Source: an optimization exercise on an open RTL-to-GDS flow (aim: small area and a short achievable clock period). Production flows keep margins and buffers that such runs may drop.
In this exercise RTL edits were held to simulation tests only and were not proved equivalent to the original.

Design euler_ode_solver, start of the top module:
module euler_ode_solver
(
  input  signed [17:0] k1, k13, k2, k23, km, km3, D1, D2,
  input  signed [17:0] init_v1, init_v2,
  input  signed [17:0] init_x1, init_x2,
  input                clk, reset,
  input          [3:0] dt,
  output signed [17:0] x1, x2
);
For scale: about 12000 cells after synthesis, roughly 220 flip-flops, ~260 I/O pins, about 0.11 mm² of cells after synthesis.
Settings: LEC_CHECK=0, CAP_MARGIN=10, CORE_MARGIN=2, CORE_UTILIZATION=40, SLEW_MARGIN=10; clock period 30.0 ns.
standard.sh (not shown) runs the stock make flow with config.mk's settings and CLKGATE_MAP_FILE= SYNTH_SCRIPT=/design/flow/synth_recipe.tcl, a recipe that flattens the netlist after the stock synthesis.
==> flow/flow/run.sh <==
#!/bin/bash
# Standard ORFS layout (standard.sh) with two changes to synthesis only:
#  * Yosys's generic synth skips its internal "abc -fast" (synth -noabc), so the
#    explicit adder trees of the RTL are not restructured before mapping;
#  * instances of the RTL's cell wrapper modules (fa_cell, ha_cell, a21oi_cell, ...:
#    plain gates with behavioural bodies) are mapped straight onto the same library cells
#    (flow/cells_map.v), right after elaboration.
# Everything else (flip-flop mapping, final abc, flattening, renaming, and all
# later steps) is the standard flow.
# Timing repair (after CTS and after global routing) aims for 18 ns of setup
# slack on the worst 5% of endpoints, so critical paths get upsized/buffered.
set -euo pipefail
here=$(pwd)
map="$here/flow/cells_map.v"
sed "0,/^hierarchy -check -top \$::env(DESIGN_NAME)\$/s||hierarchy -check -top \$::env(DESIGN_NAME)\ntechmap -map $map|" \
  "$FLOW_HOME/scripts/synth.tcl" > orfs_synth.tcl
grep -q "^techmap -map $map\$" orfs_synth.tcl
sed -e 's/^proc synth {args} { yosys synth -nofsm -noshare {\*}\$args }$/proc synth {args} { yosys synth -nofsm -noshare -noabc {*}$args }/' \
    -e "s|^source \$::env(SCRIPTS_DIR)/synth.tcl\$|source $here/orfs_synth.tcl|" synth_recipe.tcl > flow_synth.tcl
grep -q -- '-noabc' flow_synth.tcl
grep -q "^source $here/orfs_synth.tcl\$" flow_synth.tcl
bash standard.sh SYNTH_SCRIPT="$here/flow_synth.tcl" SETUP_SLACK_MARGIN=18 TNS_END_PERCENT=5 finish > flow_make.log 2>&1
test -f out/final.def
Other scripts of this flow, unchanged in this note and not shown: flow/flow/cells_map.v
==> next run, changes <==
--- a/flow/flow/run.sh
+++ b/flow/flow/run.sh
@@ -8,6 +8,6 @@
 # Everything else (flip-flop mapping, final abc, flattening, renaming, and all
 # later steps) is the standard flow.
-# Timing repair (after CTS and after global routing) aims for 18 ns of setup
-# slack on the worst 5% of endpoints, so critical paths get upsized/buffered.
+# Timing repair (after CTS and after global routing) aims for 20 ns of setup
+# slack on the worst 10% of endpoints, so critical paths get upsized/buffered.
 set -euo pipefail
 here=$(pwd)
@@ -20,4 +20,4 @@
 grep -q -- '-noabc' flow_synth.tcl
 grep -q "^source $here/orfs_synth.tcl\$" flow_synth.tcl
-bash standard.sh SYNTH_SCRIPT="$here/flow_synth.tcl" SETUP_SLACK_MARGIN=18 TNS_END_PERCENT=5 finish > flow_make.log 2>&1
+bash standard.sh SYNTH_SCRIPT="$here/flow_synth.tcl" SETUP_SLACK_MARGIN=20 TNS_END_PERCENT=10 finish > flow_make.log 2>&1
 test -f out/final.def
CAP_MARGIN = 20   (was 10)
CORE_UTILIZATION = 55   (was 40)
SLEW_MARGIN = 20   (was 10)
Effect:
- The changed run went through all stages and came out clean
- via count is higher by 2.6%
- clock skew decreases by 0.0048 ns
==> next run, changes <==
--- a/flow/flow/run.sh
+++ b/flow/flow/run.sh
@@ -8,6 +8,6 @@
 # Everything else (flip-flop mapping, final abc, flattening, renaming, and all
 # later steps) is the standard flow.
-# Timing repair (after CTS and after global routing) aims for 20 ns of setup
-# slack on the worst 10% of endpoints, so critical paths get upsized/buffered.
+# Timing repair (after CTS and after global routing) aims for 18 ns of setup
+# slack on the worst 5% of endpoints, so critical paths get upsized/buffered.
 set -euo pipefail
 here=$(pwd)
@@ -20,4 +20,4 @@
 grep -q -- '-noabc' flow_synth.tcl
 grep -q "^source $here/orfs_synth.tcl\$" flow_synth.tcl
-bash standard.sh SYNTH_SCRIPT="$here/flow_synth.tcl" SETUP_SLACK_MARGIN=20 TNS_END_PERCENT=10 finish > flow_make.log 2>&1
+bash standard.sh SYNTH_SCRIPT="$here/flow_synth.tcl" SETUP_SLACK_MARGIN=18 TNS_END_PERCENT=5 finish > flow_make.log 2>&1
 test -f out/final.def
CORE_UTILIZATION = 40   (was 55)
Result:
- clock skew hardly moves
- hold slack degrades by 0.018 ns
- first-iteration DRC count is lower by about 14%
- routed wire length came out higher by about 2%
- fmax hardly moves
- cell count climbs by 5.9%
- worst setup slack is better by 0.022 ns

port drivers added, routing unchanged:
No port has a modelled driver above. Below, the same layouts with a new extraction and two added sets of constraints.
Step 1 (the two cells are an assumption about what drives the block):
set clk [get_ports {clk}]
set_driving_cell -lib_cell sky130_fd_sc_hd__clkbuf_16 $clk
set_driving_cell -lib_cell sky130_fd_sc_hd__buf_2 [delete_from_list [all_inputs] $clk]
Step 2 times the ports against the registers' clock, not the clock port: input delays grow and output delays shrink by t, the midpoint of the rising clock arrivals with the driver on.
Slacks: ideal / step 1 / step 2; pairs: ideal / step 1.
run | t (ns) | slack for setup (ns) | worst hold slack (ns) | clock arrival spread, ns | worst register clock-pin slew, ns
the first run | 0.711 | 17.013 / 16.965 / 16.255 | 0.654 / 0.654 / 0.654 | 0.065 / 0.065 | 0.08 / 0.08
the second run | 0.700 | 17.091 / 17.103 / 16.404 | 0.673 / 0.673 / 0.673 | 0.057 / 0.057 | 0.07 / 0.07
the third run | 0.725 | 17.113 / 17.050 / 16.325 | 0.655 / 0.655 / 0.655 | 0.056 / 0.056 | 0.08 / 0.08
After both steps setup and hold are still met in every run listed. For the third run, which loses most, drivers alone change the setup slack by -0.063 ns; drivers and shift together by -0.788 ns.
